From an optimization exercise on the open Yosys and OpenROAD flow, aimed at small area, a short achievable clock period and few clock cycles per item; shortcuts taken in it are not production practice.
In this exercise RTL edits were held to simulation tests only and were not proved equivalent to the original.
Power is estimated from default activity; no workload was simulated.

--- flow/config.mk ---
export PLATFORM = sky130hd
export DESIGN_NAME = top_sha
export DESIGN_NICKNAME = top_sha
export VERILOG_FILES = /design/flow/design.v
export SDC_FILE = /design/flow/constraint.sdc
export NUM_CORES = 4
export LEC_CHECK = 0
export CAP_MARGIN = 20
export CORE_MARGIN = 2
export CORE_UTILIZATION = 40
export PLACE_DENSITY = 0.6
export SLEW_MARGIN = 20
--- flow/run.sh ---
#!/bin/bash
# synth_recipe.tcl (not shown) runs the flow's synth.tcl, then flattens the netlist and writes it again
# the make line also repeats each setting of config.mk as NAME=value (left out here)
make -C /OpenROAD-flow-scripts/flow DESIGN_CONFIG=/design/flow/config.mk WORK_HOME=/design/flow/orfs CLKGATE_MAP_FILE= SYNTH_SCRIPT=/design/flow/synth_recipe.tcl finish
--- flow/constraint.sdc ---
create_clock -name core_clock -period 10.0 [get_ports {clk}]
set_input_delay 2.0000 -clock core_clock [delete_from_list [all_inputs] [get_ports {clk}]]
set_output_delay 2.0000 -clock core_clock [all_outputs]
set_load 0.01 [all_outputs]
--- flow/design.v ---
module m_pader_parser(
    input clk, rst,
    input byte_rdy, byte_stop,
    input [7:0] data_in,
    output reg overflow_err, flag_0_15,
    output reg [31:0] padd_out,
    output reg padding_done,
    output reg strt_a_h,
    output reg word_valid
);
    reg [7:0] block_512 [0:63];
    reg [6:0] add_512_block;
    reg [63:0] m_size;
    reg [6:0] add_out0, add_out1, add_out2, add_out3;
    reg temp_chk;
    integer i;
    always @(posedge clk) begin
        if (!rst) begin
            add_512_block <= 0;
            m_size <= 0;
            padding_done <= 0;
            padd_out <= 0;
            overflow_err <= 0;
            temp_chk <= 0;
            flag_0_15 <= 0;
            strt_a_h <= 0;
            word_valid <= 0;
            add_out0 <= 0; add_out1 <= 1; add_out2 <= 2; add_out3 <= 3;
            for (i = 0; i < 64; i = i + 1)
                block_512[i] <= 8'd0;
        end else begin
            if (byte_rdy) begin
                block_512[add_512_block[5:0]] <= data_in;
                add_512_block <= add_512_block + 1;
            end else if (byte_stop && !temp_chk) begin
                m_size <= {54'd0, add_512_block, 3'b000};
                block_512[add_512_block[5:0]] <= 8'h80;
                add_512_block <= add_512_block + 1;
                temp_chk <= 1;
                if (add_512_block < 56) begin
                    for (i = 0; i < 56; i = i + 1)
                        if (i > add_512_block)
                            block_512[i] <= 8'd0;
                    block_512[56] <= 8'd0;
                    block_512[57] <= 8'd0;
                    block_512[58] <= 8'd0;
                    block_512[59] <= 8'd0;
                    block_512[60] <= 8'd0;
                    block_512[61] <= 8'd0;
                    block_512[62] <= {6'd0, add_512_block[6:5]};
                    block_512[63] <= {add_512_block[4:0], 3'b000};
                    padding_done <= 1;
                    strt_a_h <= 1;
                end else begin
                    overflow_err <= 1;
                    padding_done <= 0;
                end
            end
            word_valid <= 0;
            if (padding_done) begin
                if (add_out3 < 64) begin
                    padd_out[31:24] <= block_512[add_out0[5:0]];
                    padd_out[23:16] <= block_512[add_out1[5:0]];
                    padd_out[15:8]  <= block_512[add_out2[5:0]];
                    padd_out[7:0]   <= block_512[add_out3[5:0]];
                    word_valid <= 1;
                    add_out0 <= add_out0 + 4;
                    add_out1 <= add_out1 + 4;
                    add_out2 <= add_out2 + 4;
                    add_out3 <= add_out3 + 4;
                end else begin
                    flag_0_15 <= 1;
                end
            end
        end
    end
endmodule
module m_scheduler(
    input clk, rst, flag_0_15, padding_done, word_valid,
    input [31:0] data_in,
    output reg [31:0] mreg_15,
    output reg [6:0] iteration_out,
    output reg w_valid
);
    reg [6:0] counter_iteration;
    reg [31:0] mreg [0:15];
    wire [31:0] s0, s1, w_next;
    assign s0 = ({mreg[1][6:0], mreg[1][31:7]} ^ {mreg[1][17:0], mreg[1][31:18]} ^ (mreg[1] >> 3));
    assign s1 = ({mreg[14][16:0], mreg[14][31:17]} ^ {mreg[14][18:0], mreg[14][31:19]} ^ (mreg[14] >> 10));
    assign w_next = mreg[0] + s0 + mreg[9] + s1;
    always @(posedge clk) begin
        if (!rst) begin
            counter_iteration <= 0;
            iteration_out <= 0;
            mreg_15 <= 0;
            w_valid <= 0;
            for (integer i = 0; i < 16; i = i + 1) mreg[i] <= 0;
        end else begin
            w_valid <= 0;
            if (!flag_0_15 && counter_iteration < 16) begin
                if (word_valid) begin
                    for (integer i = 0; i < 15; i = i + 1)
                        mreg[i] <= mreg[i+1];
                    mreg[15] <= data_in;
                    mreg_15 <= data_in;
                    w_valid <= 1;
                    iteration_out <= counter_iteration;
                    counter_iteration <= counter_iteration + 1;
                end
            end else if (counter_iteration < 64 && padding_done) begin
                mreg_15 <= w_next;
                for (integer i = 0; i < 15; i = i + 1)
                    mreg[i] <= mreg[i+1];
                mreg[15] <= w_next;
                w_valid <= 1;
                iteration_out <= counter_iteration;
                counter_iteration <= counter_iteration + 1;
            end else begin
                iteration_out <= counter_iteration;
            end
        end
    end
endmodule
module interative_processing(
    input clk, rst, padding_done,
    input [6:0] counter_iteration,
    input w_valid,
    input [31:0] w, k,
    output reg [31:0] a_out, b_out, c_out, d_out, e_out, f_out, g_out, h_out
);
    wire [31:0] t1, t2;
    wire [31:0] ep0, ep1, ch, maj;
    assign ep0 = ({a_out[1:0], a_out[31:2]} ^ {a_out[12:0], a_out[31:13]} ^ {a_out[21:0], a_out[31:22]});
    assign ep1 = ({e_out[5:0], e_out[31:6]} ^ {e_out[10:0], e_out[31:11]} ^ {e_out[24:0], e_out[31:25]});
    assign ch = (e_out & f_out) ^ (~e_out & g_out);
    assign maj = (a_out & b_out) ^ (a_out & c_out) ^ (b_out & c_out);
    assign t1 = h_out + ep1 + ch + k + w;
    assign t2 = ep0 + maj;
    always @(posedge clk) begin
        if (!rst) begin
            a_out <= 32'h6a09e667;
            b_out <= 32'hbb67ae85;
            c_out <= 32'h3c6ef372;
            d_out <= 32'ha54ff53a;
            e_out <= 32'h510e527f;
            f_out <= 32'h9b05688c;
            g_out <= 32'h1f83d9ab;
            h_out <= 32'h5be0cd19;
        end else if (padding_done && w_valid && counter_iteration < 64) begin
            h_out <= g_out;
            g_out <= f_out;
            f_out <= e_out;
            e_out <= d_out + t1;
            d_out <= c_out;
            c_out <= b_out;
            b_out <= a_out;
            a_out <= t1 + t2;
        end
    end
endmodule
module m_digest(
    input clk, rst,
    input [6:0] counter_iteration,
    input [31:0] a_in, b_in, c_in, d_in, e_in, f_in, g_in, h_in,
    output reg [255:0] m_digest_final,
    output reg temp_delay
);
    reg [31:0] H0, H1, H2, H3, H4, H5, H6, H7;
    always @(posedge clk) begin
        if (!rst) begin
            temp_delay <= 0;
            m_digest_final <= 256'd0;
            H0 <= 32'h6a09e667; H1 <= 32'hbb67ae85;
            H2 <= 32'h3c6ef372; H3 <= 32'ha54ff53a;
            H4 <= 32'h510e527f; H5 <= 32'h9b05688c;
            H6 <= 32'h1f83d9ab; H7 <= 32'h5be0cd19;
        end else if (counter_iteration == 7'd64 && !temp_delay) begin
            H0 <= H0 + a_in; H1 <= H1 + b_in;
            H2 <= H2 + c_in; H3 <= H3 + d_in;
            H4 <= H4 + e_in; H5 <= H5 + f_in;
            H6 <= H6 + g_in; H7 <= H7 + h_in;
            m_digest_final <= {H0 + a_in, H1 + b_in, H2 + c_in, H3 + d_in,
                               H4 + e_in, H5 + f_in, H6 + g_in, H7 + h_in};
            temp_delay <= 1;
        end
    end
endmodule
module top_sha(
    input clk, rst, byte_rdy, byte_stop,
    input [7:0] data_in,
    output [255:0] Hash_Digest,
    output hash_valid
);
    wire [6:0] counter_iteration;
    wire [31:0] padded_data, sched_out;
    wire [31:0] a, b, c, d, e, f, g, h;
    wire padding_done, flag_0_15, word_valid, w_valid;
    reg [31:0] K;
    m_pader_parser pad(clk, rst, byte_rdy, byte_stop, data_in, , flag_0_15, padded_data, padding_done, , word_valid);
    m_scheduler sch(clk, rst, flag_0_15, padding_done, word_valid, padded_data, sched_out, counter_iteration, w_valid);
    interative_processing ip(clk, rst, padding_done, counter_iteration, w_valid, sched_out, K, a, b, c, d, e, f, g, h);
    m_digest digest(clk, rst, counter_iteration, a, b, c, d, e, f, g, h, Hash_Digest, hash_valid);
    always @(*) begin
            case (counter_iteration)
                0: K = 32'h428a2f98;  1: K = 32'h71374491;
                2: K = 32'hb5c0fbcf;  3: K = 32'he9b5dba5;
                4: K = 32'h3956c25b;  5: K = 32'h59f111f1;
                6: K = 32'h923f82a4;  7: K = 32'hab1c5ed5;
                8: K = 32'hd807aa98;  9: K = 32'h12835b01;
                10: K = 32'h243185be; 11: K = 32'h550c7dc3;
                12: K = 32'h72be5d74; 13: K = 32'h80deb1fe;
                14: K = 32'h9bdc06a7; 15: K = 32'hc19bf174;
                16: K = 32'he49b69c1; 17: K = 32'hefbe4786;
                18: K = 32'h0fc19dc6; 19: K = 32'h240ca1cc;
                20: K = 32'h2de92c6f; 21: K = 32'h4a7484aa;
                22: K = 32'h5cb0a9dc; 23: K = 32'h76f988da;
                24: K = 32'h983e5152; 25: K = 32'ha831c66d;
                26: K = 32'hb00327c8; 27: K = 32'hbf597fc7;
                28: K = 32'hc6e00bf3; 29: K = 32'hd5a79147;
                30: K = 32'h06ca6351; 31: K = 32'h14292967;
                32: K = 32'h27b70a85; 33: K = 32'h2e1b2138;
                34: K = 32'h4d2c6dfc; 35: K = 32'h53380d13;
                36: K = 32'h650a7354; 37: K = 32'h766a0abb;
                38: K = 32'h81c2c92e; 39: K = 32'h92722c85;
                40: K = 32'ha2bfe8a1; 41: K = 32'ha81a664b;
                42: K = 32'hc24b8b70; 43: K = 32'hc76c51a3;
                44: K = 32'hd192e819; 45: K = 32'hd6990624;
                46: K = 32'hf40e3585; 47: K = 32'h106aa070;
                48: K = 32'h19a4c116; 49: K = 32'h1e376c08;
                50: K = 32'h2748774c; 51: K = 32'h34b0bcb5;
                52: K = 32'h391c0cb3; 53: K = 32'h4ed8aa4a;
                54: K = 32'h5b9cca4f; 55: K = 32'h682e6ff3;
                56: K = 32'h748f82ee; 57: K = 32'h78a5636f;
                58: K = 32'h84c87814; 59: K = 32'h8cc70208;
                60: K = 32'h90befffa; 61: K = 32'ha4506ceb;
                62: K = 32'hbef9a3f7; 63: K = 32'hc67178f2;
                default: K = 32'd0;
            endcase
    end
endmodule
==> key figures <==
Global route
  – Vias in the first global route: around 70000
  – Initial antenna violation count: 3
  – GRT overflow: 0
  – Largest net degree at the start of global routing: 244
  – GRT Overall Usage: 24.4%
  – First-pass GRT wire length: 456 mm

CTS
  – Number of gates resized after cts: 0
  – Skew-Pair Late Insertion Delay: between 0.8 and 0.9 ns
  – Reg clk slew, reported paths: 0.06 ns
  – Post-CTS Setup Inserts: 0
  – Sink Count: about 1800
  – TritonCTS buffer count: 192
  – TritonCTS clock tree: yes
  – Clk root buf: clkbuf_16
  – Deepest clock path buffer count: 3
  – H-tree lvl count: 4
  – Hold-fix buffers, CTS: 0

Status
  – Status: finished clean

Timing
  – Worst Tran Pin Value: 1.30 ns
  – Hold Fails Final Rpt: 0
  – Min cycle time layout: 8.84 ns
  – Setup Skew: roughly 0.044 ns
  – Fin crit share: between 80% and 90%
  – Slew headroom: 13.3%
  – Hold slack: 0.436 ns
  – Slew Limit Fails: 0
  – # setup viols final: 0
  – Achievable frequency: 113 MHz
  – Setup tns final: 0 ns
  – Unrepaired setup endpoints after global routing: no

Critical path
  – WS Path Type: flip-flop to flip-flop
  – Critical-path top delay cell: dfxtp_1
  – CP required: 10.70 ns
  – Worst path max stage delay: 0.58 ns
  – Crit end category: flip-flop
  – Most frequent CP cell: fa_1
  – Worst setup SP type: flip-flop
  – CP arrival: 9.54 ns
  – Crit-path max FO: 7

Yosys
  – Synth cell types: 87
  – Yosys top cell by area: dfxtp_1
  – Yosys Warn Count: 6
  – Synth Flop Type: dfxtp_1
  – Synth Register Bits: about 1800
  – Mapped Avg Cell Area: 8.80 µm²
  – Synth Instances: about 11000
  – Async S/R FF share, synth: 0%
  – Number of synthesized flops with an enable pin: 512
  – Mapped Nets: 11368
  – Top cell type's share of synthesized area: 26.8%
  – Ranking of synthesized cells by area: dfxtp_1 27%, edfxtp_1 16%, nand2_1 8.8%
  – Post-Syn Area: 94700 µm²
  – Seq/Total Area, Yosys: 43.0%

Run
  – Max cap viols: 0

Floorplan
  – IO Count: ~270
  – Row cnt: 178
  – Die area: 241000 µm²
  – Die Width: 491 µm
  – Initial Util: 40.2%
  – CORE AREA: 235000 µm²
  – Die height: 491 µm

Cells and area
  – Layout cells sized above 1: 6.02%
  – Area Growth Syn to Fin: 11.2%
  – Nets@finish: 11058

Detailed routing
  – First-pass DRT Iterations: 6
  – DR iter-0 viols: 7933
  – Vias/cell: 5.53
  – ANT nets after route: 0
  – Post-Route WL: 303 mm
  – Vias after detailed routing: approximately 76000
  – Wire length per cell: 22.0 µm
  – DR DRC count: 0

Placed design
  – Post-detail-place hpwl: 216 mm
  – Gpl congestion: about 0.95
  – IO Port Bufs: 268

Power and ir drop
  – Leakage: ~39 nW
  – Power per cell area: 174 nW/µm²
  – Power, Total: 18.3 mW
  – Worst VDD drop: 0.000173 V

Worst hold path
  – Min-delay worst type: flip-flop to flip-flop
## synthesized netlist by cell type, types with 46 or more instances
| master | number |
|---|---|
| a211oi_1 | 75 |
| a21o_1 | 196 |
| a21oi_1 | 1353 |
| buf_1 | 54 |
| buf_4 | 120 |
| clkbuf_1 | 663 |
| dfxtp_1 | 1268 |
| edfxtp_1 | 512 |
| fa_1 | 195 |
| ha_1 | 397 |
| inv_1 | 430 |
| mux2i_1 | 51 |
| mux4_2 | 160 |
| nand2_1 | 2230 |
| nand2b_1 | 91 |
| nand3_1 | 259 |
| nor2_1 | 869 |
| nor2b_1 | 57 |
| nor3_1 | 80 |
| o211ai_1 | 78 |
| o21a_1 | 70 |
| o21ai_0 | 327 |
| o21bai_1 | 46 |
| xnor2_1 | 390 |
| xor2_1 | 170 |
## per-stage QoR
stage	instances	utilization [%]	cell area [µm²]	setup slack, ns
3_3_place_gp	13408	41.9	98500	1.32
2_1_floorplan	10764	-	94700	2.34
3_5_place_dp	13408	41.9	98500	1.35
6_report	13768	44.7	105000	1.16
5_1_grt	13767	44.7	105000	0.754
4_1_cts	13764	44.7	105000	1.23
## critical path: cells and delay by family (launching register included)
kind | cells | cell delay, ns
AO/OA/AOI/OAI | 15 | 3.50
adder cells (fa/ha/maj) | 7 | 3.06
XOR/XNOR | 5 | 1.09
flip-flops | 1 | 0.58
AND/OR/NAND/NOR | 4 | 0.35
buffers and inverters | 1 | 0.05
## cell families after synthesis
family	synth area share, %
compound gates	15.5
flops	43.0
xor+xnor	5.18
buf+inv	5.59
simple gates	16.8
mux	4.38
fa+ha+maj	9.60
## path summary, 6_finish.rpt
| path | startpoint | to | slack (ns) | depth (start not counted) |
|---|---|---|---|---|
| max reg2reg | ip.e_out[26]$_SDFFE_PN0P_ | ip.a_out[31]$_SDFFE_PN0P_ | 1.16 | 32 |
| max | ip.e_out[26]$_SDFFE_PN0P_ | ip.a_out[31]$_SDFFE_PN0P_ | 1.16 | 32 |
| min | sch.mreg[5][27]$_SDFFE_PN0P_ | sch.mreg[4][27]$_SDFFE_PN0P_ | 0.44 | 2 |
| min reg2reg | sch.mreg[5][27]$_SDFFE_PN0P_ | sch.mreg[4][27]$_SDFFE_PN0P_ | 0.44 | 2 |
## registers in the layout (all words and copies together) (netlist names), 13 cells and up, named ones only
signal	cells
ip.h_out	32
digest.m_digest_final	256
ip.f_out	32
digest.H4	16
digest.H2	19
ip.g_out	32
sch.mreg	480
pad.padd_out	32
sch.mreg_15	32
ip.b_out	32
pad.block_512	512
digest.H3	19
ip.e_out	32
digest.H5	13
ip.a_out	32
digest.H7	16
ip.c_out	32
digest.H6	18
digest.H0	16
digest.H1	19
ip.d_out	32
## where the power goes
| group | switching [mW] | internal [mW] | total, mW | leakage [nW] |
|---|---|---|---|---|
| clock | 3.18 | 4.40 | 7.58 | 3.28 |
| combinational | 1.98 | 1.14 | 3.12 | 20.5 |
| sequential | 0.0759 | 7.55 | 7.63 | 15.7 |
## cell type report
| type | instances | area [µm²] |
|---|---|---|
| Inverter | 436 | 1640 |
| Clock inverter | 112 | 1390 |
| Multi-Input combinational cell | 7698 | 48800 |
| Tap cell | 3150 | 3940 |
| Antenna cell | 2 | 5.00 |
| Sequential cell | 1780 | 40800 |
| Fill cell | 22628 | 130000 |
| Timing Repair Buffer | 346 | 3420 |
| Clock buffer | 244 | 5350 |
## placed cells by master (no fill, tap or decap), types with 23 or more instances in the layout
cell	count
a211o_1	35
a211oi_1	75
a21o_1	196
a21oi_1	1352
a221oi_1	23
a31oi_1	44
and2_1	28
and3_1	37
buf_4	66
clkbuf_1	23
clkbuf_16	198
clkdlybuf4s50_1	267
clkinv_2	37
dfxtp_1	1262
edfxtp_1	512
fa_1	195
ha_1	397
inv_1	429
mux2i_1	51
mux4_2	160
nand2_1	2221
nand2b_1	87
nand3_1	259
nand4_1	39
nor2_1	865
nor2b_1	56
nor3_1	80
o211ai_1	78
o21a_1	70
o21ai_0	327
o21ai_1	30
o21bai_1	46
o31ai_1	29
or3_1	42
xnor2_1	390
xor2_1	170
## metal layers
metal  track usage, %  part of all wire [%]  vias to the layer above
met1             34.3                    44                    36916
met2             38.2                    45                     2678
met5                0                0.0033                        -
met4             8.00                   3.4                        2
met3             3.69                   6.8                      497
li1                 -                     -                    36099
Testbench counts, summed over its fixed seeds: cycles 36,852, messages 384.

[re-timing with driven ports]
The flow's constraints put no driver on any port. The routed layout listed below was extracted and timed again, unchanged, in two steps. Step 1 (the two cells are an assumption about what drives the block):
set clk [get_ports {clk}]
set_driving_cell -lib_cell sky130_fd_sc_hd__clkbuf_16 $clk
set_driving_cell -lib_cell sky130_fd_sc_hd__buf_2 [delete_from_list [all_inputs] $clk]
Step 2 also shifts input and output timing later by t, the mid clock arrival at the registers, as if the neighbouring blocks saw the same clock. Three values: ideal ports, drivers, drivers and shift; two values: the first two.
t, ns: 0.948
slack for setup (ns): 1.162 / 1.162 / 1.162
hold slack, ns: 0.436 / 0.436 / 0.436
worst setup path after step 2: register to register
worst slew at a driven data input, ns: 0.05
After both steps setup and hold are still met in this run. The setup slack of this run moves by 0.000 ns with the drivers and by 0.000 ns with both steps.
